This is an optimization exercise on Yosys and OpenROAD, whose aim is small area, a short achievable clock period and few clock cycles per item, not a production implementation.
At most, simulation tests tie the RTL to the original design; equivalence was not proved.
No functional check of the RTL was part of runs 1 and 2.
Power is estimated from default activity; no workload was simulated.

$ cat flow/config.mk
export PLATFORM = sky130hd
export DESIGN_NAME = simple_ALU
export DESIGN_NICKNAME = simple_ALU
export VERILOG_FILES = /design/flow/design.v
export SDC_FILE = /design/flow/constraint.sdc
export NUM_CORES = 4
export LEC_CHECK = 0
export ABC_AREA = 1
export CAP_MARGIN = 20
export CORE_MARGIN = 2
export CORE_UTILIZATION = 40
export CTS_BUF_LIST = sky130_fd_sc_hd__clkbuf_8
export SLEW_MARGIN = 20
$ cat flow/constraint.sdc
create_clock -name core_clock -period 9.0 [get_ports {i_clk}]
set_input_delay 1.8000 -clock core_clock [delete_from_list [all_inputs] [get_ports {i_clk}]]
set_output_delay 1.8000 -clock core_clock [all_outputs]
set_load 0.01 [all_outputs]
$ cat flow/design.v
`timescale 1ns / 1ns
module simple_ALU(input i_clk,
                  input i_rst,
                  input logic  [15:0] i_memData,
                  output logic [15:0] o_memData,
                  output logic [15:0] o_memAddr,
                  output logic o_memWrEnable);
  localparam logic [2:0] S_FETCH = 3'd0,
                         S_DEC   = 3'd1,
                         S_RD1   = 3'd2,
                         S_RD2   = 3'd3,
                         S_SHX   = 3'd4;
  logic [2:0]  state;
  logic [5:0]  rs;         
  logic [5:0]  pcn;        
  logic        selRd, selRs, selPc;   
  logic [15:0] wdata;      
  logic        we;         
  logic        kv;         
  logic        first;      
  logic        stale;      
  logic [5:0]  rd;         
  logic        twoRd;      
  logic        sameRd;     
  logic [15:0] breg;       
  logic        opAdd, opDbl, opAnd, opOr, opXor, opSh;
  logic        cin;        
  logic        left;       
  logic        arith;      
  wire  [5:0]  addr = ({6{selRd}} & rd) | ({6{selRs}} & rs) | ({6{selPc}} & pcn);
  assign o_memAddr     = {10'd0, addr};
  assign o_memData     = wdata;
  assign o_memWrEnable = we;
  wire [15:0] x = i_memData;
  wire [15:0] y = breg;
  wire [16:0] sum = {x, 1'b1} + {y, cin};
  wire [15:0] xin;
  wire [15:0] u;
  genvar gi;
  generate
    for (gi = 0; gi < 16; gi++) begin : g_rev
      assign xin[gi] = left ? x[15-gi] : x[gi];
      assign u[gi]   = left ? s2[15-gi] : s2[gi];
    end
  endgenerate
  wire        fill1 = arith & x[15];
  wire [18:0] s1w   = {{3{fill1}}, xin} >> y[1:0];
  wire [15:0] s1    = s1w[15:0];
  wire        fill2 = arith & wdata[15];
  wire [27:0] s2w   = {{12{fill2}}, wdata} >> {y[3:2], 2'b00};
  wire [15:0] s2    = s2w[15:0];
  wire        big   = |y[15:4];
  wire [15:0] shr   = big ? {16{fill2}} : u;
  wire        inShx = (state == S_SHX);
  wire [15:0] alu = ({16{opAdd}} & sum[16:1])
                  | ({16{opDbl}} & {x[14:0], 1'b0})
                  | ({16{opAnd}} & (x & y))
                  | ({16{opOr}}  & (x | y))
                  | ({16{opXor}} & (x ^ y))
                  | ({16{opSh & inShx}} & s1)
                  | ({16{opSh & ~inShx}} & shr);
  wire [15:0] ins   = i_memData;
  wire [2:0]  dFn   = ins[14:12];
  wire [5:0]  dRd   = ins[11:6];
  wire [5:0]  dRs   = ins[5:0];
  wire        dImm  = ins[15];
  wire        aK    = kv & (dRd == rd);
  wire        bK    = dImm | (kv & (dRs == rd));
  wire        dShift = (dFn == 3'd2) | (dFn == 3'd3) | (dFn == 3'd4);
  wire        dComm  = (dFn == 3'd0) | (dFn[2] & (dFn[1:0] != 2'd0));
  wire        dSub   = (dFn == 3'd1);
  wire        same  = ~aK & ~bK & (dRd == dRs) & ~dShift;
  wire        bOnly = aK & ~bK & dComm;
  wire        two   = ~bK & ~same & ~bOnly;      
  wire        none  = aK & bK;
  wire [15:0] bDec  = dImm ? {10'd0, dRs} : wdata;
  wire        bLoad = (state == S_DEC) ? ~stale : (state == S_RD2) & twoRd;
  wire [15:0] bNew  = ((state == S_DEC) ? bDec : i_memData)
                    ^ {16{(state == S_DEC) ? dSub : cin}};
  always_ff @(posedge i_clk) begin
    if (i_rst) begin
      state <= S_FETCH;
      selRd <= 1'b0;
      selRs <= 1'b0;
      selPc <= 1'b1;
      pcn   <= 6'd0;
      we    <= 1'b0;
      kv    <= 1'b0;
      first <= 1'b1;
      stale <= 1'b0;
    end else begin
      case (state)
        S_FETCH: begin
          we    <= ~first;
          kv    <= ~first;
          first <= 1'b0;
          {selRd, selRs, selPc} <= 3'b100;
          pcn   <= pcn + 6'd1;
          stale <= ~first & (rd == pcn);
          state <= S_DEC;
        end
        S_DEC: begin
          we    <= 1'b0;
          if (stale) begin
            stale <= 1'b0;
            kv    <= 1'b0;
          end else if (two) begin
            {selRd, selRs, selPc} <= 3'b010;
            state <= S_RD1;
          end else if (none) begin
            {selRd, selRs, selPc} <= 3'b001;
            state <= dShift ? S_SHX : S_FETCH;
          end else begin
            {selRd, selRs, selPc} <= {~bOnly, bOnly, 1'b0};
            state <= S_RD2;
          end
        end
        S_RD1: begin
          {selRd, selRs, selPc} <= 3'b100;
          state <= S_RD2;
        end
        S_RD2: begin
          {selRd, selRs, selPc} <= 3'b001;
          state <= opSh ? S_SHX : S_FETCH;
        end
        default: begin   
          state <= S_FETCH;
        end
      endcase
    end
  end
  always_ff @(posedge i_clk) wdata <= alu;
  always_ff @(posedge i_clk) begin
    if (bLoad) breg <= bNew;
    case (state)
      S_DEC: begin
        if (!stale) begin
          rd     <= dRd;
          rs     <= dRs;
          twoRd  <= two;
          sameRd <= same;
          cin    <= dSub;
          opAdd  <= (dFn[2:1] == 2'd0);
          opDbl  <= 1'b0;
          opAnd  <= (dFn == 3'd5);
          opOr   <= (dFn == 3'd6);
          opXor  <= (dFn == 3'd7);
          opSh   <= dShift;
          left   <= (dFn == 3'd4);
          arith  <= (dFn == 3'd2);
        end
      end
      S_RD2: begin
        if (sameRd) begin
          opAdd <= 1'b0;
          opDbl <= opAdd & ~cin;
          opAnd <= cin | opAnd | opXor;
          opXor <= 1'b0;
          cin   <= 1'b0;
          breg  <= opAnd ? 16'hFFFF : 16'd0;
        end
      end
      default: ;
    endcase
  end
endmodule
$ cat flow/flow/run.sh
#!/bin/bash
# Standard layout, with plain buffers (not delay cells) on the ports and the
# timing repair aiming at 6.0 ns of setup slack.
# Full make output goes to standard.log here; ORFS keeps each step's log
# under orfs/logs/.
set -euo pipefail
bash standard.sh "BUFFER_PORTS_ARGS=-buffer_cell sky130_fd_sc_hd__buf_2" SETUP_SLACK_MARGIN=6.0 finish > standard.log 2>&1
$ cat flow/standard.sh
#!/bin/bash
# synth_recipe.tcl (not shown) runs the flow's synth.tcl, then flattens the netlist and writes it again
# the make line also repeats each setting of config.mk as NAME=value (left out here)
make -C /OpenROAD-flow-scripts/flow DESIGN_CONFIG=/design/flow/config.mk WORK_HOME=/design/flow/orfs CLKGATE_MAP_FILE= SYNTH_SCRIPT=/design/flow/synth_recipe.tcl "${@:-finish}"
==> run_summary.xml, run 1 <==
<?xml version="1.0" encoding="UTF-8"?>
<metrics>
  <group name="run_status">
    <metric name="status" unit="">finished clean</metric>
  </group>
  <group name="drt">
    <metric name="count_of_unresolved_drc_violations_after_routing" unit="">0</metric>
    <metric name="finalWirelength" unit="um">23780</metric>
    <metric name="routed_wire_length_per_instance" unit="um">19.67</metric>
    <metric name="avgViaCountPerCell" unit="">5.734</metric>
    <metric name="antenna_viol_nets_final" unit="">0</metric>
    <metric name="detail_route.iter0.violations" unit="">844</metric>
    <metric name="via_count" unit="">6932</metric>
    <metric name="drtPass1Iterations" unit="">5</metric>
  </group>
  <group name="placed_design">
    <metric name="post-dp-hpwl" unit="um">17950</metric>
    <metric name="post-place-cells" unit="">1184</metric>
    <metric name="place.port_buffers" unit="">40</metric>
    <metric name="routabilityCongestion" unit="">1.001</metric>
  </group>
  <group name="synthesis">
    <metric name="yosysWarnings" unit="">1</metric>
    <metric name="synth-main-ff-cell" unit="">sky130_fd_sc_hd__dfxtp_1</metric>
    <metric name="synthArstFlopShare" unit="%">0</metric>
    <metric name="synth_area_leader" unit="">sky130_fd_sc_hd__nand2_1</metric>
    <metric name="ys_top_cells_by_area" unit="">sky130_fd_sc_hd__nand2_1 (18%), sky130_fd_sc_hd__dfxtp_1 (15%), sky130_fd_sc_hd__edfxtp_1 (11%), sky130_fd_sc_hd__nand3_1 (6.9%), sky130_fd_sc_hd__ha_1 (6.8%)</metric>
    <metric name="netlist_area" unit="sq um">6238</metric>
    <metric name="count_of_flip_flops_with_a_built_in_enable_after_synthesis" unit="">23</metric>
    <metric name="postSynthRegisterBits" unit="">71</metric>
    <metric name="synth.distinct_cells" unit="">47</metric>
    <metric name="synthDominantCellAreaShare" unit="%">18.47</metric>
    <metric name="syn_area_per_cell" unit="sq um">6.295</metric>
    <metric name="netlist_instances" unit="">991</metric>
    <metric name="synth.yosys.seq_area_share" unit="%">26.47</metric>
  </group>
  <group name="finish">
    <metric name="insertedDiodeCount" unit="">0</metric>
    <metric name="finalNetCount" unit="">1069</metric>
    <metric name="final.fill_count" unit="">1577</metric>
    <metric name="layout-drive-gt1-share" unit="%">15.28</metric>
    <metric name="final_instance_count_without_filler_cells" unit="">1209</metric>
    <metric name="synth_to_final_area_change" unit="%">15.64</metric>
  </group>
  <group name="global_route">
    <metric name="grt-busiest-layer" unit="">met2</metric>
    <metric name="globalRouteMet2Util" unit="%">42.83</metric>
    <metric name="grt_pass1_wl" unit="um">35910</metric>
    <metric name="first_global_vias" unit="">6088</metric>
    <metric name="grt_overflow_total" unit="">0</metric>
    <metric name="grt_antenna_before_repair" unit="">0</metric>
    <metric name="routing_usage_on_met3" unit="%">5.572</metric>
    <metric name="use_met1" unit="%">42.14</metric>
    <metric name="gr-usage-all-layers" unit="%">28.82</metric>
    <metric name="pin_count_of_the_biggest_net_entering_global_routing" unit="">50</metric>
  </group>
  <group name="cts">
    <metric name="root_buffer" unit="">sky130_fd_sc_hd__clkbuf_8</metric>
    <metric name="hold_buffers" unit="">0</metric>
    <metric name="clock_insertion_delay_worst_skew" unit="ns">0.36</metric>
    <metric name="ctsLongestPathBuffers" unit="">2</metric>
    <metric name="numClockSinks" unit="">71</metric>
    <metric name="cts.clk_slew.worst_paths" unit="ns">0.09</metric>
    <metric name="cts_tree" unit="">built</metric>
    <metric name="htree_num_levels" unit="">3</metric>
    <metric name="numCtsBuffers" unit="">9</metric>
  </group>
  <group name="power_and_ir_drop">
    <metric name="leakagePower" unit="nW">3.309</metric>
    <metric name="ir_worst_vdd" unit="uV">82.14</metric>
    <metric name="cellPowerDensity" unit="nW/um^2">223.7</metric>
    <metric name="total_power" unit="mW">1.614</metric>
  </group>
  <group name="worst_setup_path">
    <metric name="reg2reg_slack" unit="ns">6.24</metric>
    <metric name="cp_cell_sequence" unit="">buf_4 -&gt; inv_2 -&gt; ha_4 -&gt; a21o_1 -&gt; a21o_1 -&gt; a21oi_1 -&gt; nand2_1 -&gt; nand2_1 -&gt; nand3_1 -&gt; nand2_1</metric>
    <metric name="worst-r2r-cell-count" unit="">10</metric>
    <metric name="critical_path_required" unit="ns">9.30</metric>
    <metric name="critical_path_peak_fanout" unit="">8</metric>
    <metric name="worst_path_largest_cell_delay" unit="ns">0.27</metric>
    <metric name="crit_path_end" unit="">wdata[14]</metric>
    <metric name="cp_common_cell" unit="">sky130_fd_sc_hd__nand2_1</metric>
    <metric name="critical_path.slowest_cell" unit="">sky130_fd_sc_hd__ha_4</metric>
    <metric name="critical_path.startpoint" unit="">i_memData[7]</metric>
    <metric name="r2r_end" unit="">wdata[14]</metric>
    <metric name="critPathKind" unit="">in2reg</metric>
    <metric name="cp.arrival" unit="ns">3.38</metric>
    <metric name="end_kind" unit="">register</metric>
    <metric name="startpoint_type_of_the_worst_setup_path" unit="">input port</metric>
    <metric name="r2r_start" unit="">breg[1]</metric>
  </group>
  <group name="worst_hold_path">
    <metric name="hp-class" unit="">reg2reg</metric>
    <metric name="number_of_instances_on_the_worst_hold_path" unit="">2</metric>
  </group>
  <group name="sta">
    <metric name="timing.final.setup_violations" unit="">0</metric>
    <metric name="transition_time_of_the_tightest_slew_check_pin" unit="ns">0.8251</metric>
    <metric name="final_min_period_over_clock_period" unit="%">34.21</metric>
    <metric name="maxSlewHeadroom" unit="%">44.99</metric>
    <metric name="timing.final.max_slew_violations" unit="">0</metric>
    <metric name="clock_skew" unit="ns">0.02237</metric>
    <metric name="min_clock_period_post_route" unit="ns">3.079</metric>
    <metric name="rsz0062_at_grt" unit="">yes</metric>
    <metric name="finalHoldViolCount" unit="">0</metric>
    <metric name="setup_total_negative_slack" unit="ns">0</metric>
    <metric name="maxClockFrequency" unit="MHz">324.8</metric>
  </group>
  <group name="die">
    <metric name="chipWidth" unit="um">128.9</metric>
    <metric name="fp-row-count" unit="">45</metric>
    <metric name="fp.coreArea" unit="sq um">15200</metric>
    <metric name="initial_core_util" unit="%">41.04</metric>
    <metric name="dieHeight" unit="um">128.9</metric>
    <metric name="num_io_pins" unit="">51</metric>
    <metric name="fp.dieArea" unit="sq um">16610</metric>
  </group>
  <group name="flow_run">
    <metric name="timing.max_cap.violations" unit="">0</metric>
  </group>
</metrics>
==> metrics by stage <==
stage | util (%) | worst slack, ns | area [sq um] | hold WS, ns
floorplan | - | 5.951 | 6529 | 0.4195
global placement | 44.02 | 5.290 | 6691 | 0.4314
detailed placement | 44.02 | 5.218 | 6691 | 0.4447
CTS | 46.42 | 5.934 | 7057 | 0.4597
global route | 47.46 | 5.855 | 7214 | 0.4739
finish | 47.46 | 5.921 | 7214 | 0.4594
==> kinds of logic after synthesis <==
kind of cell,after synthesis,share of synthesized area [%]
AND/OR/NAND/NOR,491,33.17
XOR/XNOR,8,1.123
AO/OA/AOI/OAI,210,19.61
multiplexers,8,1.284
adder cells (fa/ha/maj),35,7.140
buffers and inverters,167,11.13
flip-flops,71,26.47
other,1,0.06011
==> layer usage <==
metal  vias to the layer above  share of wire [%]
met5                         -                  0
met4                         0                2.9
met3                        43                 10
met2                       327                 42
met1                      3210                 44
li1                       3352                  -
==> worst max-delay path, delay by kind of cell <==
family	cells	cell delay (ns)
fa+ha+maj	1	0.27
buf+inv	2	0.28
compound gates	3	0.57
simple gates	4	0.45
==> report_power, final <==
| group | total (mW) | switching, mW | internal (mW) | leakage, nW |
|---|---|---|---|---|
| sequential | 0.492 | 0.0957 | 0.397 | 0.621 |
| clock | 0.274 | 0.137 | 0.137 | 0.0989 |
| combinational | 0.848 | 0.546 | 0.302 | 2.59 |
| total | 1.61 | 0.779 | 0.835 | 3.31 |
==> state kept, by name, summed over array words and instances (netlist names), 3 cells and up <==
signal / cells
breg: 16
state: 3
rs: 6
pcn: 6
rd: 6
wdata: 16
==> worst min path at each step <==
stage	start	to	slack, ns
global placement	first	first	0.43
CTS	first	first	0.46
floorplan	first	first	0.42
finish	first	first	0.46
detailed placement	first	first	0.44
global route	first	first	0.47
==> Yosys cell counts, types with 11 or more instances <==
cell                         n
sky130_fd_sc_hd__a21oi_1    66
sky130_fd_sc_hd__a221oi_1   11
sky130_fd_sc_hd__buf_2      15
sky130_fd_sc_hd__buf_4      11
sky130_fd_sc_hd__clkbuf_1   18
sky130_fd_sc_hd__dfxtp_1    48
sky130_fd_sc_hd__edfxtp_1   23
sky130_fd_sc_hd__ha_1       34
sky130_fd_sc_hd__inv_1     112
sky130_fd_sc_hd__nand2_1   307
sky130_fd_sc_hd__nand3_1    86
sky130_fd_sc_hd__nand4_1    16
sky130_fd_sc_hd__nor2_1     54
sky130_fd_sc_hd__nor3_1     12
sky130_fd_sc_hd__o211ai_1   14
sky130_fd_sc_hd__o21ai_0    71
sky130_fd_sc_hd__o22ai_1    14
==> area by class of cell <==
| class | count | area, sq um | area share (%) |
|---|---|---|---|
| multi-input combinational | 762 | 4272 | 59.21 |
| sequential | 71 | 1654 | 22.93 |
| inverter | 120 | 480.5 | 6.660 |
| timing repair buffer | 52 | 367.9 | 5.099 |
| tap | 188 | 235.2 | 3.260 |
| clock buffer | 10 | 137.6 | 1.908 |
| clock inverter | 6 | 67.56 | 0.9365 |
==> layout by cell type (no fill, tap or decap), drive strengths merged, types with 2 or more instances in the layout <==
master / count
a21o: 5
a21oi: 67
a221oi: 11
a22oi: 6
a31oi: 9
buf: 49
clkbuf: 13
clkinv: 3
clkinvlp: 6
conb: 10
dfxtp: 48
edfxtp: 23
ha: 34
inv: 116
mux2i: 8
nand2: 309
nand3: 86
nand4: 16
nor2: 58
nor3: 14
o2111ai: 4
o211ai: 14
o21a: 3
o21ai: 73
o21bai: 3
o22ai: 14
or2: 4
xnor2: 6
xor2: 2
==> repair_timing <==
item,4_1_cts,5_1_grt
buffers inserted,5,4
gates resized for setup,37,37
pin swaps,1,7
setup endpoints to repair,38,35
==> inputs of run 2 (changes only) <==
--- a/flow/design.v
+++ b/flow/design.v
@@ -36,3 +36,3 @@
   wire [16:0] sum = {x, 1'b1} + {y, cin};
-  wire [15:0] xin;
+  wire [15:0] win;
   wire [15:0] u;
@@ -41,14 +41,11 @@
     for (gi = 0; gi < 16; gi++) begin : g_rev
-      assign xin[gi] = left ? x[15-gi] : x[gi];
-      assign u[gi]   = left ? s2[15-gi] : s2[gi];
+      assign win[gi] = left ? wdata[15-gi] : wdata[gi];
+      assign u[gi]   = left ? sw[15-gi] : sw[gi];
     end
   endgenerate
-  wire        fill1 = arith & x[15];
-  wire [18:0] s1w   = {{3{fill1}}, xin} >> y[1:0];
-  wire [15:0] s1    = s1w[15:0];
-  wire        fill2 = arith & wdata[15];
-  wire [27:0] s2w   = {{12{fill2}}, wdata} >> {y[3:2], 2'b00};
-  wire [15:0] s2    = s2w[15:0];
+  wire        fill  = arith & wdata[15];
+  wire [31:0] sww   = {{16{fill}}, win} >> y[3:0];
+  wire [15:0] sw    = sww[15:0];
   wire        big   = |y[15:4];
-  wire [15:0] shr   = big ? {16{fill2}} : u;
+  wire [15:0] shr   = big ? {16{fill}} : u;
   wire        inShx = (state == S_SHX);
@@ -59,3 +56,3 @@
                   | ({16{opXor}} & (x ^ y))
-                  | ({16{opSh & inShx}} & s1)
+                  | ({16{opSh & inShx}} & x)
                   | ({16{opSh & ~inShx}} & shr);
==> flow/flow/run.sh (replaced) <==
#!/bin/bash
# Standard layout, with plain buffers (not delay cells) on the ports and the
# timing repair aiming at 5.75 ns of setup slack.
# Full make output goes to standard.log here; ORFS keeps each step's log
# under orfs/logs/.
set -euo pipefail
bash standard.sh "BUFFER_PORTS_ARGS=-buffer_cell sky130_fd_sc_hd__buf_2" SETUP_SLACK_MARGIN=5.75 finish > standard.log 2>&1
==> run 2 against run 1 <==
  * Hold slack improved by 0.0021 ns
  * Global-route usage decreased by 2.3 points
  * Final cell count decreased by 2.9%
  * Combinational power increased by 2%
  * Synthesized cell count decreased by 2.6%
  * Utilization decreased by 1.9 points
  * Cell area decreased by 3.9%
  * Setup slack got worse by 0.12 ns
  * Via count decreased by 1.8%
  * Clock power increased by 24%
  * Sequential power increased by 5.9%
  * Largest power group unchanged
==> run_summary.xml, run 2 <==
<?xml version="1.0" encoding="UTF-8"?>
<metrics>
  <group name="die">
    <metric name="fp-row-count" unit="">45</metric>
    <metric name="dieHeight" unit="um">128.7</metric>
    <metric name="chipWidth" unit="um">128.7</metric>
    <metric name="fp.dieArea" unit="sq um">16570</metric>
    <metric name="num_io_pins" unit="">51</metric>
    <metric name="fp.coreArea" unit="sq um">15200</metric>
    <metric name="initial_core_util" unit="%">40.93</metric>
  </group>
  <group name="finish">
    <metric name="layout-drive-gt1-share" unit="%">11.66</metric>
    <metric name="layout.cells.most_common" unit="">sky130_fd_sc_hd__nand2_1</metric>
    <metric name="insertedDiodeCount" unit="">0</metric>
    <metric name="most-common-layout-cells" unit="">sky130_fd_sc_hd__nand2_1 (252), sky130_fd_sc_hd__nand3_1 (192), sky130_fd_sc_hd__inv_1 (92), sky130_fd_sc_hd__dfxtp_1 (48), sky130_fd_sc_hd__o21ai_0 (39)</metric>
    <metric name="synth_to_final_area_change" unit="%">11.38</metric>
    <metric name="top_regs" unit="">breg (16), wdata (16)</metric>
    <metric name="final_instance_count_without_filler_cells" unit="">1174</metric>
    <metric name="finalNetCount" unit="">1034</metric>
  </group>
  <group name="placed_design">
    <metric name="post-dp-hpwl" unit="um">16290</metric>
    <metric name="post-place-cells" unit="">1157</metric>
    <metric name="routabilityCongestion" unit="">0.9711</metric>
    <metric name="place.port_buffers" unit="">40</metric>
  </group>
  <group name="worst_setup_path">
    <metric name="critical_path_peak_fanout" unit="">6</metric>
    <metric name="critical_path_required" unit="ns">9.33</metric>
    <metric name="critPathKind" unit="">in2reg</metric>
    <metric name="startpoint_type_of_the_worst_setup_path" unit="">input port</metric>
    <metric name="end_kind" unit="">register</metric>
    <metric name="cp.arrival" unit="ns">3.53</metric>
  </group>
  <group name="sta">
    <metric name="setup_total_negative_slack" unit="ns">0</metric>
    <metric name="maxSlewHeadroom" unit="%">29.32</metric>
    <metric name="min_clock_period_post_route" unit="ns">3.199</metric>
    <metric name="transition_time_of_the_tightest_slew_check_pin" unit="ns">1.054</metric>
    <metric name="timing.final.max_slew_violations" unit="">0</metric>
    <metric name="clock_skew" unit="ns">0.009615</metric>
    <metric name="rsz0062_at_grt" unit="">yes</metric>
    <metric name="finalHoldViolCount" unit="">0</metric>
    <metric name="final_min_period_over_clock_period" unit="%">35.55</metric>
    <metric name="timing.final.setup_violations" unit="">0</metric>
    <metric name="maxClockFrequency" unit="MHz">312.6</metric>
  </group>
  <group name="global_route">
    <metric name="pin_count_of_the_biggest_net_entering_global_routing" unit="">34</metric>
    <metric name="grt_pass1_wl" unit="um">33790</metric>
    <metric name="gr-usage-all-layers" unit="%">26.53</metric>
    <metric name="grt_antenna_before_repair" unit="">0</metric>
    <metric name="first_global_vias" unit="">6206</metric>
    <metric name="grt_overflow_total" unit="">0</metric>
  </group>
  <group name="drt">
    <metric name="antenna_viol_nets_final" unit="">0</metric>
    <metric name="avgViaCountPerCell" unit="">5.801</metric>
    <metric name="count_of_unresolved_drc_violations_after_routing" unit="">0</metric>
    <metric name="via_count" unit="">6810</metric>
    <metric name="routed_wire_length_per_instance" unit="um">18.64</metric>
    <metric name="finalWirelength" unit="um">21880</metric>
    <metric name="detail_route.iter0.violations" unit="">836</metric>
    <metric name="drtPass1Iterations" unit="">8</metric>
  </group>
  <group name="synthesis">
    <metric name="synth.yosys.seq_area_share" unit="%">26.54</metric>
    <metric name="netlist_area" unit="sq um">6222</metric>
    <metric name="count_of_flip_flops_with_a_built_in_enable_after_synthesis" unit="">23</metric>
    <metric name="synth-main-ff-cell" unit="">sky130_fd_sc_hd__dfxtp_1</metric>
    <metric name="syn_area_per_cell" unit="sq um">6.448</metric>
    <metric name="synth.top_cells.by_count" unit="">sky130_fd_sc_hd__nand2_1 (259), sky130_fd_sc_hd__nand3_1 (194), sky130_fd_sc_hd__inv_1 (97)</metric>
    <metric name="yosysWarnings" unit="">1</metric>
    <metric name="postSynthRegisterBits" unit="">71</metric>
    <metric name="synthArstFlopShare" unit="%">0</metric>
    <metric name="yosysMostFrequentCell" unit="">sky130_fd_sc_hd__nand2_1</metric>
    <metric name="ys_top_cells_by_area" unit="">sky130_fd_sc_hd__nand2_1 (16%), sky130_fd_sc_hd__nand3_1 (16%), sky130_fd_sc_hd__dfxtp_1 (15%), sky130_fd_sc_hd__edfxtp_1 (11%), sky130_fd_sc_hd__ha_1 (6.8%)</metric>
    <metric name="synthDominantCellAreaShare" unit="%">15.62</metric>
    <metric name="synth.distinct_cells" unit="">50</metric>
    <metric name="netlist_instances" unit="">965</metric>
    <metric name="synth_area_leader" unit="">sky130_fd_sc_hd__nand2_1</metric>
  </group>
  <group name="cts">
    <metric name="cts.clk_slew.worst_paths" unit="ns">0.08</metric>
    <metric name="cts_tree" unit="">built</metric>
    <metric name="clock_insertion_delay_worst_skew" unit="ns">0.39</metric>
    <metric name="numClockSinks" unit="">71</metric>
    <metric name="ctsLongestPathBuffers" unit="">2</metric>
    <metric name="numCtsBuffers" unit="">9</metric>
    <metric name="root_buffer" unit="">sky130_fd_sc_hd__clkbuf_8</metric>
    <metric name="hold_buffers" unit="">0</metric>
    <metric name="htree_num_levels" unit="">3</metric>
  </group>
  <group name="power_and_ir_drop">
    <metric name="cellPowerDensity" unit="nW/um^2">248.8</metric>
    <metric name="leakagePower" unit="nW">3.222</metric>
    <metric name="ir_worst_vdd" unit="uV">88.03</metric>
  </group>
  <group name="run_status">
    <metric name="status" unit="">finished clean</metric>
  </group>
  <group name="worst_hold_path">
    <metric name="hp-class" unit="">reg2reg</metric>
  </group>
  <group name="flow_run">
    <metric name="timing.max_cap.violations" unit="">0</metric>
  </group>
</metrics>
==> run 2: worst max-delay path, cell delays in order <==
cell	delay, ns
sky130_fd_sc_hd__buf_2	0.20
sky130_fd_sc_hd__inv_1	0.19
sky130_fd_sc_hd__ha_4	0.30
sky130_fd_sc_hd__nand2_1	0.08
sky130_fd_sc_hd__inv_1	0.06
sky130_fd_sc_hd__a21oi_1	0.16
sky130_fd_sc_hd__o21a_1	0.13
sky130_fd_sc_hd__nand2_1	0.08
sky130_fd_sc_hd__nand2_1	0.07
sky130_fd_sc_hd__nand2_1	0.05
sky130_fd_sc_hd__o21bai_1	0.25
sky130_fd_sc_hd__inv_1	0.07
sky130_fd_sc_hd__nand2_1	0.08
==> run 2: routing by layer <==
layer	global-route usage [%]	part of all wire [%]	vias to the layer above	wire, um
met5	0	0	-	0
met4	9.079	2.8	0	605
met3	4.865	8.1	40	1762
met2	40.40	44	304	9559
met1	37.77	45	3161	9952
li1	-	-	3305	-
==> run 2: worst paths after layout <==
path,cells past startpoint,end,startpoint,slack [ns]
setup / recovery,13,wdata[12],i_memData[11],5.80
hold / removal,2,we,we,0.46
setup reg to reg,12,wdata[12],breg[2],5.99
hold reg to reg,2,we,we,0.46
==> run 2: repair_timing <==
action,in CTS,in global routing
pin swaps,1,2
setup endpoints to repair,7,13
buffers inserted,0,1
resized for setup,5,42
==> run 2: cell families after synthesis <==
logic type | after synthesis | synth area share [%]
buf+inv | 155 | 10.76
simple gates | 523 | 37.08
fa+ha+maj | 35 | 7.159
xor+xnor | 13 | 1.830
other cells | 1 | 0.06027
flops | 71 | 26.54
compound gates | 167 | 16.57
==> run 2: cell type report <==
type                       instances  area, sq um
clock inverter                     5        103.9
timing repair buffer              45        256.5
tap                              188        235.2
multi-input combinational        748         4123
sequential                        71         1652
fill                            1655         8272
inverter                         106        409.1
clock buffer                      11        151.4
==> run 2: power by group <==
part | internal [mW] | switching (mW)
clock network | 0.199 | 0.141
logic | 0.315 | 0.548
registers | 0.397 | 0.124
total | 0.912 | 0.812
==> run 2: per-stage QoR <==
stage / instance area, sq um / hold slack, ns / total power [mW] / worst slack [ns] / util (%)
3_3_place_gp: 6457 / 0.4498 / 1.319 / 5.253 / 42.48
3_5_place_dp: 6457 / 0.4509 / 1.315 / 5.258 / 42.48
5_1_grt: 6930 / 0.4889 / 1.852 / 5.720 / 45.59
6_report: 6930 / 0.4615 / 1.724 / 5.801 / 45.59
4_1_cts: 6730 / 0.4630 / 1.660 / 5.752 / 44.27
2_1_floorplan: 6259 / 0.4476 / 1.085 / 5.791 / -
==> inputs of run 3 (changes only) <==
--- a/flow/design.v
+++ b/flow/design.v
@@ -7,8 +7,8 @@
                   output logic o_memWrEnable);
-  localparam logic [2:0] S_FETCH = 3'd0,
-                         S_DEC   = 3'd1,
-                         S_RD1   = 3'd2,
-                         S_RD2   = 3'd3,
-                         S_SHX   = 3'd4;
-  logic [2:0]  state;
+  localparam logic [1:0] S_FETCH = 2'd0,
+                         S_DEC   = 2'd1,
+                         S_RD1   = 2'd2,
+                         S_RD2   = 2'd3;
+  logic [1:0]  state;
+  logic [5:0]  rd;         
   logic [5:0]  rs;         
@@ -21,3 +21,2 @@
   logic        stale;      
-  logic [5:0]  rd;         
   logic        twoRd;      
@@ -25,2 +24,3 @@
   logic [15:0] breg;       
+  logic        zsh;        
   logic        opAdd, opDbl, opAnd, opOr, opXor, opSh;
@@ -36,3 +36,3 @@
   wire [16:0] sum = {x, 1'b1} + {y, cin};
-  wire [15:0] win;
+  wire [15:0] xin;
   wire [15:0] u;
@@ -41,3 +41,3 @@
     for (gi = 0; gi < 16; gi++) begin : g_rev
-      assign win[gi] = left ? wdata[15-gi] : wdata[gi];
+      assign xin[gi] = left ? x[15-gi] : x[gi];
       assign u[gi]   = left ? sw[15-gi] : sw[gi];
@@ -45,8 +45,5 @@
   endgenerate
-  wire        fill  = arith & wdata[15];
-  wire [31:0] sww   = {{16{fill}}, win} >> y[3:0];
-  wire [15:0] sw    = sww[15:0];
-  wire        big   = |y[15:4];
-  wire [15:0] shr   = big ? {16{fill}} : u;
-  wire        inShx = (state == S_SHX);
+  wire        fill = arith & x[15];
+  wire [31:0] sww  = {{16{fill}}, xin} >> y[3:0];
+  wire [15:0] sw   = sww[15:0];
   wire [15:0] alu = ({16{opAdd}} & sum[16:1])
@@ -56,4 +53,3 @@
                   | ({16{opXor}} & (x ^ y))
-                  | ({16{opSh & inShx}} & x)
-                  | ({16{opSh & ~inShx}} & shr);
+                  | ({16{opSh & ~zsh}} & u);
   wire [15:0] ins   = i_memData;
@@ -72,6 +68,9 @@
   wire        none  = aK & bK;
-  wire [15:0] bDec  = dImm ? {10'd0, dRs} : wdata;
-  wire        bLoad = (state == S_DEC) ? ~stale : (state == S_RD2) & twoRd;
-  wire [15:0] bNew  = ((state == S_DEC) ? bDec : i_memData)
-                    ^ {16{(state == S_DEC) ? dSub : cin}};
+  wire        inDec = (state == S_DEC);
+  wire        bLoad = inDec ? ~stale : (state == S_RD2) & twoRd;
+  wire [15:0] bSrc  = inDec ? (dImm ? {10'd0, dRs} : wdata) : i_memData;
+  wire        bSh   = inDec ? dShift : opSh;
+  wire        bSra  = inDec ? (dFn == 3'd2) : arith;
+  wire        bBig  = |bSrc[15:4];
+  wire [15:0] bNew  = (bSh & bBig) ? 16'd15 : bSrc ^ {16{inDec ? dSub : cin}};
   always_ff @(posedge i_clk) begin
@@ -108,3 +107,3 @@
             {selRd, selRs, selPc} <= 3'b001;
-            state <= dShift ? S_SHX : S_FETCH;
+            state <= S_FETCH;
           end else begin
@@ -118,7 +117,4 @@
         end
-        S_RD2: begin
+        default: begin   
           {selRd, selRs, selPc} <= 3'b001;
-          state <= opSh ? S_SHX : S_FETCH;
-        end
-        default: begin   
           state <= S_FETCH;
@@ -130,3 +126,6 @@
   always_ff @(posedge i_clk) begin
-    if (bLoad) breg <= bNew;
+    if (bLoad) begin
+      breg <= bNew;
+      zsh  <= bSh & bBig & ~bSra;
+    end
     case (state)
==> run 3 against run 2 <==
  * Still clean on timing, DRC and antenna
  * Cell area shrank 4.0%
  * First-iteration DRC count decreased by 12%
  * Routed wire length increased by 0.70%
  * Global-route usage up 0.85 points
  * Highest routed layer unchanged
==> run_summary.xml, run 3 <==
<?xml version="1.0" encoding="UTF-8"?>
<metrics>
  <group name="run_status">
    <metric name="status" unit="">finished clean</metric>
  </group>
  <group name="sta">
    <metric name="transition_time_of_the_tightest_slew_check_pin" unit="ns">1.081</metric>
    <metric name="timing.final.setup_violations" unit="">0</metric>
    <metric name="setup_total_negative_slack" unit="ns">0</metric>
    <metric name="finalHoldViolCount" unit="">0</metric>
    <metric name="timing.final.max_slew_violations" unit="">0</metric>
    <metric name="rsz0062_at_grt" unit="">yes</metric>
    <metric name="maxClockFrequency" unit="MHz">311.2</metric>
    <metric name="min_clock_period_post_route" unit="ns">3.213</metric>
    <metric name="maxSlewHeadroom" unit="%">27.73</metric>
    <metric name="clock_skew" unit="ns">0.01911</metric>
    <metric name="final_min_period_over_clock_period" unit="%">35.70</metric>
  </group>
  <group name="worst_hold_path">
    <metric name="hp-class" unit="">reg2reg</metric>
    <metric name="number_of_instances_on_the_worst_hold_path" unit="">2</metric>
    <metric name="worstHoldEndpoint" unit="">we</metric>
    <metric name="timing.hold.worst.start" unit="">we</metric>
  </group>
  <group name="worst_setup_path">
    <metric name="reg2reg_slack" unit="ns">5.96</metric>
    <metric name="cp.buffers_inverters" unit="">2</metric>
    <metric name="timing.critical_path.max_delay_family" unit="">simple AND/OR/NAND/NOR gates</metric>
    <metric name="r2r_end" unit="">wdata[9]</metric>
    <metric name="cp.arrival" unit="ns">3.48</metric>
    <metric name="r2r_start" unit="">breg[0]</metric>
    <metric name="end_kind" unit="">register</metric>
    <metric name="cp_cell_sequence" unit="">buf_2 -&gt; inv_2 -&gt; fa_2 -&gt; o21ai_4 -&gt; nand2_1 -&gt; nand2_1 -&gt; a21oi_1 -&gt; or2_2 -&gt; nand3_1 -&gt; nand3_1</metric>
    <metric name="critPathKind" unit="">in2reg</metric>
    <metric name="worst-r2r-cell-count" unit="">9</metric>
    <metric name="critical_path_required" unit="ns">9.26</metric>
    <metric name="worst_path_largest_cell_delay" unit="ns">0.44</metric>
    <metric name="startpoint_type_of_the_worst_setup_path" unit="">input port</metric>
    <metric name="critical_path_peak_fanout" unit="">8</metric>
    <metric name="critical_path.slowest_cell" unit="">sky130_fd_sc_hd__fa_2</metric>
  </group>
  <group name="die">
    <metric name="fp.dieArea" unit="sq um">16310</metric>
    <metric name="initial_core_util" unit="%">40.58</metric>
    <metric name="chipWidth" unit="um">127.7</metric>
    <metric name="num_io_pins" unit="">51</metric>
    <metric name="fp.coreArea" unit="sq um">15090</metric>
    <metric name="fp-row-count" unit="">45</metric>
    <metric name="dieHeight" unit="um">127.7</metric>
  </group>
  <group name="synthesis">
    <metric name="netlist_area" unit="sq um">6123</metric>
    <metric name="yosysWarnings" unit="">1</metric>
    <metric name="synth_area_leader" unit="">sky130_fd_sc_hd__nand3_1</metric>
    <metric name="ys_top_cells_by_area" unit="">sky130_fd_sc_hd__nand3_1 (16%), sky130_fd_sc_hd__dfxtp_1 (15%), sky130_fd_sc_hd__nand2_1 (14%), sky130_fd_sc_hd__edfxtp_1 (12%), sky130_fd_sc_hd__ha_1 (6.9%)</metric>
    <metric name="count_of_flip_flops_with_a_built_in_enable_after_synthesis" unit="">24</metric>
    <metric name="syn_area_per_cell" unit="sq um">6.480</metric>
    <metric name="postSynthRegisterBits" unit="">71</metric>
    <metric name="synthArstFlopShare" unit="%">0</metric>
    <metric name="synthDominantCellAreaShare" unit="%">16.10</metric>
    <metric name="netlist_instances" unit="">945</metric>
    <metric name="synth.top_cells.by_count" unit="">sky130_fd_sc_hd__nand2_1 (227), sky130_fd_sc_hd__nand3_1 (197), sky130_fd_sc_hd__inv_1 (99)</metric>
    <metric name="synth.yosys.seq_area_share" unit="%">27.14</metric>
    <metric name="yosysMostFrequentCell" unit="">sky130_fd_sc_hd__nand2_1</metric>
    <metric name="synth.distinct_cells" unit="">38</metric>
    <metric name="synth-main-ff-cell" unit="">sky130_fd_sc_hd__dfxtp_1</metric>
  </group>
  <group name="cts">
    <metric name="htree_num_levels" unit="">3</metric>
    <metric name="numClockSinks" unit="">71</metric>
    <metric name="root_buffer" unit="">sky130_fd_sc_hd__clkbuf_8</metric>
    <metric name="cts.clk_slew.worst_paths" unit="ns">0.09</metric>
    <metric name="clock_insertion_delay_worst_skew" unit="ns">0.38</metric>
    <metric name="hold_buffers" unit="">0</metric>
    <metric name="numCtsBuffers" unit="">9</metric>
    <metric name="cts_tree" unit="">built</metric>
    <metric name="ctsLongestPathBuffers" unit="">2</metric>
  </group>
  <group name="global_route">
    <metric name="grt_pass1_wl" unit="um">34080</metric>
    <metric name="grt_antenna_before_repair" unit="">0</metric>
    <metric name="gr-usage-all-layers" unit="%">27.37</metric>
    <metric name="pin_count_of_the_biggest_net_entering_global_routing" unit="">34</metric>
    <metric name="first_global_vias" unit="">6072</metric>
    <metric name="grt_overflow_total" unit="">0</metric>
  </group>
  <group name="finish">
    <metric name="synth_to_final_area_change" unit="%">8.684</metric>
    <metric name="final.fill_count" unit="">1636</metric>
    <metric name="finalNetCount" unit="">1009</metric>
    <metric name="postLayoutCoreUtil" unit="%">44.10</metric>
    <metric name="insertedDiodeCount" unit="">0</metric>
    <metric name="final_design_area_no_fill" unit="sq um">6655</metric>
    <metric name="most-common-layout-cells" unit="">sky130_fd_sc_hd__nand2_1 (226), sky130_fd_sc_hd__nand3_1 (196), sky130_fd_sc_hd__inv_1 (97), sky130_fd_sc_hd__nor2_1 (52), sky130_fd_sc_hd__a21oi_1 (51)</metric>
    <metric name="layout-drive-gt1-share" unit="%">9.469</metric>
    <metric name="layout.cells.most_common" unit="">sky130_fd_sc_hd__nand2_1</metric>
    <metric name="top_regs" unit="">breg (16), wdata (16)</metric>
  </group>
  <group name="placed_design">
    <metric name="routabilityCongestion" unit="">0.9189</metric>
    <metric name="place.port_buffers" unit="">40</metric>
    <metric name="placed_cell_area" unit="sq um">6339</metric>
    <metric name="post-dp-hpwl" unit="um">16130</metric>
  </group>
  <group name="drt">
    <metric name="count_of_unresolved_drc_violations_after_routing" unit="">0</metric>
    <metric name="avgViaCountPerCell" unit="">5.735</metric>
    <metric name="drtPass1Iterations" unit="">5</metric>
    <metric name="antenna_viol_nets_final" unit="">0</metric>
    <metric name="detail_route.iter0.violations" unit="">735</metric>
    <metric name="via_count" unit="">6590</metric>
    <metric name="routed_wire_length_per_instance" unit="um">19.17</metric>
    <metric name="finalWirelength" unit="um">22030</metric>
  </group>
  <group name="power_and_ir_drop">
    <metric name="total_power" unit="mW">1.716</metric>
    <metric name="cellPowerDensity" unit="nW/um^2">257.9</metric>
    <metric name="ir_worst_vdd" unit="uV">111.6</metric>
    <metric name="leakagePower" unit="nW">3.087</metric>
  </group>
  <group name="flow_run">
    <metric name="timing.max_cap.violations" unit="">0</metric>
  </group>
</metrics>
run 3: cell types whose count changed in the layout (fill, tap and decap cells not counted), moves of 6 or more:
cell	previous run	this run
sky130_fd_sc_hd__nand2_2	8	1
sky130_fd_sc_hd__a21oi_1	29	51
sky130_fd_sc_hd__nand3b_1	2	11
sky130_fd_sc_hd__o21ai_0	39	47
sky130_fd_sc_hd__a21o_1	15	0
sky130_fd_sc_hd__nor2_1	37	52
sky130_fd_sc_hd__a31oi_1	17	1
sky130_fd_sc_hd__o21ai_1	14	6
sky130_fd_sc_hd__xnor2_1	6	16
sky130_fd_sc_hd__ha_4	10	4
sky130_fd_sc_hd__nand2_1	252	226
sky130_fd_sc_hd__ha_1	21	27
run 3: timing repair:
action,CTS,global route
buffers inserted,0,1
cloned,0,0
gates resized for setup,7,23
pin swaps,0,1
endpoints found under the setup margin,19,23
run 3: area by class of cell:
cell class | instances | area [sq um] | area share, %
multi-input combinational | 725 | 3904 | 58.66
sequential | 71 | 1662 | 24.97
inverter | 105 | 405.4 | 6.091
timing repair buffer | 44 | 247.7 | 3.723
tap | 188 | 235.2 | 3.535
clock buffer | 9 | 123.9 | 1.861
clock inverter | 7 | 77.57 | 1.166
run 3: cell families (layout without fill, tap and decap cells):
logic type	after synthesis	count (layout)	synth area share, %
compound gates	140	140	13.06
xor+xnor	28	28	4.005
fa+ha+maj	35	35	7.274
buf+inv	158	165	11.26
flops	71	71	27.14
other cells	1	10	0.06124
simple gates	512	512	37.21
run 3: through the flow:
step                worst slack, ns  hold slack [ns]  std cells
global route                  5.719           0.5082       1149
floorplan                     5.767           0.4510        954
global placement              5.287           0.4418       1132
detailed placement            5.257           0.4535       1132
CTS                           5.729           0.4665       1148
finish                        5.787           0.4653       1149
run 3: where the power goes:
| group | internal [mW] | total, mW | switching (mW) |
|---|---|---|---|
| Combinational | 0.330 | 0.921 | 0.591 |
| Clock | 0.131 | 0.276 | 0.145 |
| Sequential | 0.411 | 0.519 | 0.108 |
| Total | 0.871 | 1.72 | 0.845 |
run 3: tightest hold or removal path: stages, from the launching register on:
cell                      delay (ns)
sky130_fd_sc_hd__dfxtp_1        0.32
sky130_fd_sc_hd__nand2_1        0.05
sky130_fd_sc_hd__a21oi_1        0.06
run 3: metal layers:
layer | wire, um | up-vias | GRT usage [%]
li1 | - | 3172 | -
met1 | 9738 | 3075 | 38.80
met2 | 9900 | 309 | 42.50
met3 | 1834 | 34 | 4.633
met4 | 558 | 0 | 8.856
met5 | 0 | - | 0
run 3: worst max-delay path by stage:
stage                             start  endpoint  slack (ns)  cells after the start
after floorplan            i_memData[3]  wdata[8]        5.77                     11
after global placement    i_memData[15]   breg[8]        5.29                     10
after detailed placement   i_memData[2]  wdata[9]        5.26                     11
after CTS                  i_memData[0]  wdata[9]        5.73                     10
after global routing       i_memData[0]  wdata[9]        5.72                     10
final                      i_memData[0]  wdata[9]        5.79                     10
Testbench counts of run 3, summed over its fixed seeds: cycles 487,097, instrs 160,000.
==> inputs of run 4 (changes only) <==
==> flow/flow/run.sh (replaced) <==
#!/bin/bash
# Standard layout, with plain buffers (not delay cells) on the ports and the
# timing repair aiming at 6.25 ns of setup slack.
# Full make output goes to standard.log here; ORFS keeps each step's log
# under orfs/logs/.
set -euo pipefail
bash standard.sh "BUFFER_PORTS_ARGS=-buffer_cell sky130_fd_sc_hd__buf_2" SETUP_SLACK_MARGIN=6.25 finish > standard.log 2>&1
==> run 4 against run 3 <==
  * Still clean on timing, DRC and antenna
  * Routed wire length increased by 10%
  * Register-to-register slack gained 0.23 ns
  * Final cell count up 4.7%
  * Synthesized cell count is the same
  * Power up 20%
  * Critical path type unchanged
==> run_summary.xml, run 4 <==
<?xml version="1.0" encoding="UTF-8"?>
<metrics>
  <group name="power_and_ir_drop">
    <metric name="cellPowerDensity" unit="nW/um^2">248.4</metric>
    <metric name="sequentialPowerShare" unit="%">25.5</metric>
    <metric name="comb_power_share" unit="%">61.9</metric>
    <metric name="ir_worst_vdd" unit="uV">119.8</metric>
    <metric name="netSwitchingPower" unit="mW">1.041</metric>
    <metric name="total_power" unit="mW">2.068</metric>
    <metric name="swShare" unit="%">50.33</metric>
    <metric name="intPower" unit="mW">1.027</metric>
    <metric name="leakagePower" unit="nW">3.655</metric>
    <metric name="p_clk_share" unit="%">12.6</metric>
  </group>
  <group name="synthesis">
    <metric name="yosysMostFrequentCell" unit="">sky130_fd_sc_hd__nand2_1</metric>
    <metric name="count_of_flip_flops_with_a_built_in_enable_after_synthesis" unit="">24</metric>
    <metric name="synthArstFlopShare" unit="%">0</metric>
    <metric name="synth-main-ff-cell" unit="">sky130_fd_sc_hd__dfxtp_1</metric>
    <metric name="synth.distinct_cells" unit="">38</metric>
    <metric name="yosysWarnings" unit="">1</metric>
    <metric name="postSynthRegisterBits" unit="">71</metric>
    <metric name="ys_top_cells_by_area" unit="">sky130_fd_sc_hd__nand3_1 (16%), sky130_fd_sc_hd__dfxtp_1 (15%), sky130_fd_sc_hd__nand2_1 (14%), sky130_fd_sc_hd__edfxtp_1 (12%), sky130_fd_sc_hd__ha_1 (6.9%)</metric>
    <metric name="syn_area_per_cell" unit="sq um">6.480</metric>
    <metric name="netlist_instances" unit="">945</metric>
    <metric name="synth.top_cells.by_count" unit="">sky130_fd_sc_hd__nand2_1 (227), sky130_fd_sc_hd__nand3_1 (197), sky130_fd_sc_hd__inv_1 (99)</metric>
    <metric name="synth.yosys.seq_area_share" unit="%">27.14</metric>
    <metric name="synth_area_leader" unit="">sky130_fd_sc_hd__nand3_1</metric>
    <metric name="synthDominantCellAreaShare" unit="%">16.10</metric>
    <metric name="netlist_area" unit="sq um">6123</metric>
  </group>
  <group name="worst_setup_path">
    <metric name="startpoint_type_of_the_worst_setup_path" unit="">input port</metric>
    <metric name="r2r_start" unit="">breg[1]</metric>
    <metric name="r2r_end" unit="">wdata[9]</metric>
    <metric name="critical_path.startpoint" unit="">i_memData[4]</metric>
    <metric name="crit_path_end" unit="">wdata[9]</metric>
    <metric name="reg2reg_slack" unit="ns">6.19</metric>
    <metric name="worst-r2r-cell-count" unit="">10</metric>
    <metric name="end_kind" unit="">register</metric>
    <metric name="critical_path_peak_fanout" unit="">8</metric>
    <metric name="critical_path_required" unit="ns">9.28</metric>
    <metric name="cp.arrival" unit="ns">3.17</metric>
    <metric name="critPathKind" unit="">in2reg</metric>
  </group>
  <group name="finish">
    <metric name="layout-drive-gt1-share" unit="%">32.41</metric>
    <metric name="finalNetCount" unit="">1063</metric>
    <metric name="synth_to_final_area_change" unit="%">35.92</metric>
    <metric name="final_design_area_no_fill" unit="sq um">8323</metric>
    <metric name="layout.cells.most_common" unit="">sky130_fd_sc_hd__nand2_1</metric>
    <metric name="most-common-layout-cells" unit="">sky130_fd_sc_hd__nand2_1 (187), sky130_fd_sc_hd__nand3_1 (154), sky130_fd_sc_hd__inv_1 (74), sky130_fd_sc_hd__buf_4 (44), sky130_fd_sc_hd__nor2_1 (40)</metric>
    <metric name="top_regs" unit="">breg (16), wdata (16)</metric>
    <metric name="insertedDiodeCount" unit="">0</metric>
  </group>
  <group name="sta">
    <metric name="timing.final.setup_violations" unit="">0</metric>
    <metric name="clock_skew" unit="ns">0.01932</metric>
    <metric name="timing.final.max_slew_violations" unit="">0</metric>
    <metric name="min_clock_period_post_route" unit="ns">2.892</metric>
    <metric name="maxClockFrequency" unit="MHz">345.8</metric>
    <metric name="hold_slack" unit="ns">0.4560</metric>
    <metric name="setup_total_negative_slack" unit="ns">0</metric>
    <metric name="final_min_period_over_clock_period" unit="%">32.13</metric>
    <metric name="maxSlewHeadroom" unit="%">42.01</metric>
    <metric name="transition_time_of_the_tightest_slew_check_pin" unit="ns">0.8698</metric>
    <metric name="finalHoldViolCount" unit="">0</metric>
    <metric name="rsz0062_at_grt" unit="">yes</metric>
  </group>
  <group name="drt">
    <metric name="drtPass1Iterations" unit="">6</metric>
    <metric name="routed_wire_length_per_instance" unit="um">20.16</metric>
    <metric name="detail_route.iter0.violations" unit="">679</metric>
    <metric name="avgViaCountPerCell" unit="">5.881</metric>
    <metric name="via_count" unit="">7075</metric>
    <metric name="count_of_unresolved_drc_violations_after_routing" unit="">0</metric>
    <metric name="antenna_viol_nets_final" unit="">0</metric>
    <metric name="finalWirelength" unit="um">24260</metric>
  </group>
  <group name="global_route">
    <metric name="gr-usage-all-layers" unit="%">28.84</metric>
    <metric name="first_global_vias" unit="">6345</metric>
    <metric name="grt_antenna_before_repair" unit="">0</metric>
    <metric name="grt_overflow_total" unit="">0</metric>
    <metric name="pin_count_of_the_biggest_net_entering_global_routing" unit="">34</metric>
    <metric name="grt_pass1_wl" unit="um">35870</metric>
  </group>
  <group name="die">
    <metric name="fp-row-count" unit="">45</metric>
    <metric name="fp.coreArea" unit="sq um">15090</metric>
    <metric name="initial_core_util" unit="%">40.58</metric>
    <metric name="fp.dieArea" unit="sq um">16310</metric>
    <metric name="dieHeight" unit="um">127.7</metric>
    <metric name="num_io_pins" unit="">51</metric>
    <metric name="chipWidth" unit="um">127.7</metric>
  </group>
  <group name="placed_design">
    <metric name="placed_cell_area" unit="sq um">6700</metric>
    <metric name="post-dp-hpwl" unit="um">16180</metric>
    <metric name="place.port_buffers" unit="">40</metric>
    <metric name="routabilityCongestion" unit="">1.024</metric>
  </group>
  <group name="worst_hold_path">
    <metric name="hp-class" unit="">reg2reg</metric>
    <metric name="timing.hold.worst.start" unit="">we</metric>
  </group>
  <group name="flow_run">
    <metric name="timing.max_cap.violations" unit="">0</metric>
  </group>
  <group name="cts">
    <metric name="numClockSinks" unit="">71</metric>
    <metric name="numCtsBuffers" unit="">9</metric>
    <metric name="root_buffer" unit="">sky130_fd_sc_hd__clkbuf_8</metric>
    <metric name="clock_insertion_delay_worst_skew" unit="ns">0.39</metric>
    <metric name="cts_tree" unit="">built</metric>
    <metric name="htree_num_levels" unit="">3</metric>
    <metric name="hold_buffers" unit="">0</metric>
    <metric name="ctsLongestPathBuffers" unit="">2</metric>
    <metric name="cts.clk_slew.worst_paths" unit="ns">0.09</metric>
  </group>
  <group name="run_status">
    <metric name="status" unit="">finished clean</metric>
  </group>
</metrics>
-- run 4: how the worst min path moves through the flow --
stage,end,cells after the start
detailed placement,we,2
CTS,we,2
finish,we,2
global route,we,2
floorplan,first,2
global placement,we,2
-- run 4: kinds of logic after synthesis --
group / after synthesis / share of synthesized area, %
other: 1 / 0.06124
XOR/XNOR: 28 / 4.005
flip-flops: 71 / 27.14
AO/OA/AOI/OAI: 140 / 13.06
adder cells (fa/ha/maj): 35 / 7.274
buffers and inverters: 158 / 11.26
AND/OR/NAND/NOR: 512 / 37.21
-- run 4: metrics by stage --
stage          cells  setup slack (ns)  utilization, %
3_3_place_gp    1133             5.403           44.40
3_5_place_dp    1133             5.414           44.40
6_report        1203             6.108           55.16
5_1_grt         1203             6.011           55.16
2_1_floorplan    954             5.965               -
4_1_cts         1176             6.108           49.56
-- run 4: power by group through the flow --
stage          sequential [mW]  combinational (mW)  clock, mW
4_1_cts                  0.515                1.06      0.265
3_5_place_dp             0.521               0.960          0
2_1_floorplan            0.471               0.754          0
5_1_grt                  0.532                1.38      0.276
6_report                 0.528                1.28      0.260
3_3_place_gp             0.522               0.963          0
-- run 4: final cells by class --
cell class / instances / area (sq um)
Multi-Input combinational cell: 727 / 4812
Sequential cell: 71 / 1690
Fill cell: 1460 / 6766
Timing Repair Buffer: 95 / 909.6
Tap cell: 188 / 235.2
Timing Repair inverter: 1 / 5.005
Clock buffer: 9 / 123.9
Clock inverter: 7 / 58.81
Inverter: 105 / 488.0
-- run 4: layer usage --
layer,up-vias,GRT usage [%],part of all wire [%]
met5,-,0,0
met4,0,11.89,4.6
met3,85,5.008,7.9
met2,371,46.34,46
met1,3315,38.46,41
li1,3304,-,-
-- run 4: worst max-delay path, stage by stage --
cell	delay, ns
sky130_fd_sc_hd__buf_12	0.11
sky130_fd_sc_hd__inv_4	0.05
sky130_fd_sc_hd__ha_4	0.29
sky130_fd_sc_hd__inv_1	0.07
sky130_fd_sc_hd__o21ai_2	0.25
sky130_fd_sc_hd__inv_2	0.08
sky130_fd_sc_hd__nand2_4	0.09
sky130_fd_sc_hd__a21oi_2	0.06
sky130_fd_sc_hd__or2_4	0.23
sky130_fd_sc_hd__nand3_2	0.06
sky130_fd_sc_hd__nand3_2	0.07
-- run 4: timing repair --
action	4_1_cts	5_1_grt
setup buffers	25	25
resized for setup	114	152
endpoints found under the hold margin	0	0
gates cloned	2	2
endpoints found under the setup margin	50	47
pin swaps	38	76
==> inputs of run 5 (changes only) <==
==> flow/flow/run.sh (replaced) <==
#!/bin/bash
# Standard layout, with plain buffers (not delay cells) on the ports and the
# timing repair aiming at 6.0 ns of setup slack.
# Full make output goes to standard.log here; ORFS keeps each step's log
# under orfs/logs/.
set -euo pipefail
bash standard.sh "BUFFER_PORTS_ARGS=-buffer_cell sky130_fd_sc_hd__buf_2" SETUP_SLACK_MARGIN=6.0 finish > standard.log 2>&1
==> run 5 against run 4 <==
  * Via count fell by 4.9%
  * Register-to-register slack got worse by 0.04 ns
  * Power fell by 13%
  * Critical path type unchanged
  * Largest cell class unchanged
==> run_summary.xml, run 5 <==
<?xml version="1.0" encoding="UTF-8"?>
<metrics>
  <group name="run_status">
    <metric name="status" unit="">finished clean</metric>
  </group>
  <group name="synthesis">
    <metric name="postSynthRegisterBits" unit="">71</metric>
    <metric name="synthXorXnorAreaFrac" unit="%">4.005</metric>
    <metric name="yosysWarnings" unit="">1</metric>
    <metric name="synth.distinct_cells" unit="">38</metric>
    <metric name="netlist_area" unit="sq um">6123</metric>
    <metric name="ys_top_cells_by_area" unit="">sky130_fd_sc_hd__nand3_1 (16%), sky130_fd_sc_hd__dfxtp_1 (15%), sky130_fd_sc_hd__nand2_1 (14%), sky130_fd_sc_hd__edfxtp_1 (12%), sky130_fd_sc_hd__ha_1 (6.9%)</metric>
    <metric name="netlist_instances" unit="">945</metric>
    <metric name="synthSimpleGateAreaFrac" unit="%">37.21</metric>
    <metric name="count_of_flip_flops_with_a_built_in_enable_after_synthesis" unit="">24</metric>
    <metric name="syn_area_per_cell" unit="sq um">6.480</metric>
    <metric name="share_of_synthesized_cell_area_in_full_adder_half_adder_and_majority_cells" unit="%">7.274</metric>
    <metric name="dominant_combinational_cell_family_by_area_after_synthesis" unit="">simple AND/OR/NAND/NOR gates</metric>
    <metric name="synth-main-ff-cell" unit="">sky130_fd_sc_hd__dfxtp_1</metric>
    <metric name="yosysMostFrequentCell" unit="">sky130_fd_sc_hd__nand2_1</metric>
    <metric name="synth.yosys.seq_area_share" unit="%">27.14</metric>
    <metric name="synthArstFlopShare" unit="%">0</metric>
    <metric name="proportion_of_synthesized_area_in_mux_cells" unit="%">0</metric>
    <metric name="synth_area_leader" unit="">sky130_fd_sc_hd__nand3_1</metric>
    <metric name="synthDominantCellAreaShare" unit="%">16.10</metric>
    <metric name="compound_gate_portion_of_the_synthesized_area" unit="%">13.06</metric>
    <metric name="synth.top_cells.by_count" unit="">sky130_fd_sc_hd__nand2_1 (227), sky130_fd_sc_hd__nand3_1 (197), sky130_fd_sc_hd__inv_1 (99)</metric>
  </group>
  <group name="cts">
    <metric name="root_buffer" unit="">sky130_fd_sc_hd__clkbuf_8</metric>
    <metric name="cts.clk_slew.worst_paths" unit="ns">0.10</metric>
    <metric name="cts_tree" unit="">built</metric>
    <metric name="htree_num_levels" unit="">3</metric>
    <metric name="numCtsBuffers" unit="">9</metric>
    <metric name="clock_insertion_delay_worst_skew" unit="ns">0.39</metric>
    <metric name="numClockSinks" unit="">71</metric>
    <metric name="hold_buffers" unit="">0</metric>
    <metric name="ctsLongestPathBuffers" unit="">2</metric>
  </group>
  <group name="finish">
    <metric name="final.fill_count" unit="">1589</metric>
    <metric name="finalNetCount" unit="">1025</metric>
    <metric name="layout-drive-gt1-share" unit="%">16.17</metric>
    <metric name="top_regs" unit="">breg (16), wdata (16)</metric>
    <metric name="synth_to_final_area_change" unit="%">15.84</metric>
    <metric name="final_design_area_no_fill" unit="sq um">7093</metric>
    <metric name="most-common-layout-cells" unit="">sky130_fd_sc_hd__nand2_1 (221), sky130_fd_sc_hd__nand3_1 (194), sky130_fd_sc_hd__inv_1 (87), sky130_fd_sc_hd__nor2_1 (48), sky130_fd_sc_hd__o21ai_0 (44)</metric>
    <metric name="insertedDiodeCount" unit="">0</metric>
    <metric name="layout.cells.most_common" unit="">sky130_fd_sc_hd__nand2_1</metric>
  </group>
  <group name="sta">
    <metric name="rsz0062_at_grt" unit="">yes</metric>
    <metric name="finalHoldViolCount" unit="">0</metric>
    <metric name="final_min_period_over_clock_period" unit="%">32.93</metric>
    <metric name="hold_slack" unit="ns">0.4587</metric>
    <metric name="timing.final.max_slew_violations" unit="">0</metric>
    <metric name="maxSlewHeadroom" unit="%">32.20</metric>
    <metric name="setup_total_negative_slack" unit="ns">0</metric>
    <metric name="maxClockFrequency" unit="MHz">337.4</metric>
    <metric name="clock_skew" unit="ns">0.01175</metric>
    <metric name="transition_time_of_the_tightest_slew_check_pin" unit="ns">1.016</metric>
    <metric name="timing.final.setup_violations" unit="">0</metric>
    <metric name="min_clock_period_post_route" unit="ns">2.964</metric>
  </group>
  <group name="worst_setup_path">
    <metric name="cp.arrival" unit="ns">3.23</metric>
    <metric name="critPathKind" unit="">in2reg</metric>
    <metric name="end_kind" unit="">register</metric>
    <metric name="critical_path_peak_fanout" unit="">9</metric>
    <metric name="crit_path_end" unit="">wdata[8]</metric>
    <metric name="worst-r2r-cell-count" unit="">10</metric>
    <metric name="r2r_end" unit="">wdata[6]</metric>
    <metric name="startpoint_type_of_the_worst_setup_path" unit="">input port</metric>
    <metric name="critical_path_required" unit="ns">9.27</metric>
    <metric name="reg2reg_slack" unit="ns">6.15</metric>
    <metric name="cp_cell_sequence" unit="">clkbuf_4 -&gt; inv_4 -&gt; ha_4 -&gt; inv_2 -&gt; o21ai_2 -&gt; inv_1 -&gt; nand2_2 -&gt; a21oi_2 -&gt; or2_4 -&gt; nand3_2 -&gt; nand3_1</metric>
    <metric name="critical_path.slowest_cell" unit="">sky130_fd_sc_hd__ha_4</metric>
    <metric name="critical_path.startpoint" unit="">i_memData[3]</metric>
    <metric name="r2r_start" unit="">left</metric>
    <metric name="worst_path_largest_cell_delay" unit="ns">0.30</metric>
  </group>
  <group name="global_route">
    <metric name="grt_pass1_wl" unit="um">33850</metric>
    <metric name="pin_count_of_the_biggest_net_entering_global_routing" unit="">34</metric>
    <metric name="first_global_vias" unit="">6043</metric>
    <metric name="grt_overflow_total" unit="">0</metric>
    <metric name="gr-usage-all-layers" unit="%">27.24</metric>
    <metric name="grt_antenna_before_repair" unit="">0</metric>
  </group>
  <group name="worst_hold_path">
    <metric name="hp-class" unit="">reg2reg</metric>
  </group>
  <group name="die">
    <metric name="num_io_pins" unit="">51</metric>
    <metric name="dieHeight" unit="um">127.7</metric>
    <metric name="chipWidth" unit="um">127.7</metric>
    <metric name="fp-row-count" unit="">45</metric>
    <metric name="initial_core_util" unit="%">40.58</metric>
    <metric name="fp.coreArea" unit="sq um">15090</metric>
    <metric name="fp.dieArea" unit="sq um">16310</metric>
  </group>
  <group name="flow_run">
    <metric name="timing.max_cap.violations" unit="">0</metric>
  </group>
  <group name="placed_design">
    <metric name="routabilityCongestion" unit="">0.9417</metric>
    <metric name="place.port_buffers" unit="">40</metric>
    <metric name="placed_cell_area" unit="sq um">6564</metric>
    <metric name="post-dp-hpwl" unit="um">16010</metric>
  </group>
  <group name="drt">
    <metric name="via_count" unit="">6727</metric>
    <metric name="detail_route.iter0.violations" unit="">712</metric>
    <metric name="count_of_unresolved_drc_violations_after_routing" unit="">0</metric>
    <metric name="drtPass1Iterations" unit="">6</metric>
    <metric name="finalWirelength" unit="um">22400</metric>
    <metric name="avgViaCountPerCell" unit="">5.774</metric>
    <metric name="antenna_viol_nets_final" unit="">0</metric>
    <metric name="routed_wire_length_per_instance" unit="um">19.23</metric>
  </group>
  <group name="power_and_ir_drop">
    <metric name="cellPowerDensity" unit="nW/um^2">253.4</metric>
    <metric name="total_power" unit="mW">1.797</metric>
    <metric name="leakagePower" unit="nW">3.217</metric>
    <metric name="ir_worst_vdd" unit="uV">154.9</metric>
  </group>
</metrics>
==> run 5: changes by cell type in the layout (fill, tap and decap cells not counted), sizes merged <==
cell,before,now
buf,94,53
inv,106,105
clkinvlp,4,3
clkbuf,10,14
clkinv,3,4
==> run 5: metal layers <==
layer	global-route usage, %	up-vias	share of wire, %
met5	0	-	0
met4	12.28	0	4.4
met3	4.841	75	8.4
met2	42.12	334	45
met1	37.18	3103	42
li1	-	3215	-
==> run 5: area by class of cell <==
type / count / area, sq um / share of cell area, %
Timing Repair Buffer: 58 / 430.4 / 6.068
Sequential cell: 71 / 1668 / 23.51
Multi-Input combinational cell: 727 / 4148 / 58.48
Inverter: 105 / 429.2 / 6.050
Clock buffer: 9 / 123.9 / 1.746
Clock inverter: 7 / 58.81 / 0.8291
Tap cell: 188 / 235.2 / 3.316
==> run 5: what timing repair did <==
action,CTS,global route
pin swaps,0,6
setup buffers,5,9
resized for setup,17,50
endpoints found under the setup margin,29,36
cloned,0,2
==> run 5: stage by stage <==
step | util [%] | instances | setup slack [ns]
floorplan | - | 954 | 5.965
global placement | 43.50 | 1132 | 5.352
detailed placement | 43.50 | 1132 | 5.332
CTS | 45.37 | 1153 | 5.992
global route | 47.01 | 1165 | 5.980
finish | 47.01 | 1165 | 6.036
==> run 5: power by group <==
group	internal [mW]	switching (mW)	leakage [nW]
clock	0.106	0.154	0.0978
sequential	0.411	0.103	0.623
combinational	0.388	0.635	2.50
total	0.905	0.892	3.22
==> run 5: cell families (layout without fill, tap and decap cells) <==
group,Yosys count,after routing
compound gates,140,140
xor+xnor,28,28
fa+ha+maj,35,35
buf+inv,158,179
flops,71,71
other cells,1,10
simple gates,512,514
==> run 5: how the worst min path moves through the flow <==
stage	cells after the start	from	slack [ns]	endpoint
2_1_floorplan	2	first	0.45	first
3_3_place_gp	2	we	0.44	we
3_5_place_dp	2	we	0.45	we
4_1_cts	2	we	0.46	we
5_1_grt	2	we	0.50	we
6_report	2	we	0.46	we
==> run 5: worst max-delay path, delay by kind of cell <==
| family | cells | cell delay, ns |
|---|---|---|
| compound gates | 2 | 0.23 |
| buf+inv | 4 | 0.42 |
| fa+ha+maj | 1 | 0.30 |
| simple gates | 4 | 0.47 |

what the ideal ports hide:
The flow's constraints put no driver on any port. The routed layouts listed below were extracted and timed again, unchanged, in two steps.
Step 1 sets driving cells, clkbuf_16 on the clock port and buf_2 on the other inputs (assumed; they add their load-dependent delay and slew).
Step 2 times the ports against the registers' clock, not the clock port: input delays grow and output delays shrink by t, the midpoint of the rising clock arrivals with the driver on.
Three values: ideal, step 1, step 2; two values: the first two.
run	t (ns)	slack for setup (ns)	worst setup path after step 2	slew at the worst register clock pin (ns)
run 1	0.387	5.921 / 5.937 / 5.551	input to register	0.09 / 0.09
run 2	0.419	5.801 / 5.811 / 5.392	input to register	0.09 / 0.09
run 3	0.409	5.787 / 5.790 / 5.381	input to register	0.09 / 0.09
run 4	0.419	6.108 / 6.071 / 5.661	input to register	0.10 / 0.10
run 5	0.419	6.036 / 6.017 / 5.597	input to register	0.10 / 0.10
After both steps every run listed still meets setup and hold. For run 4, which loses most, drivers alone change the setup slack by -0.037 ns; drivers and shift together by -0.447 ns.
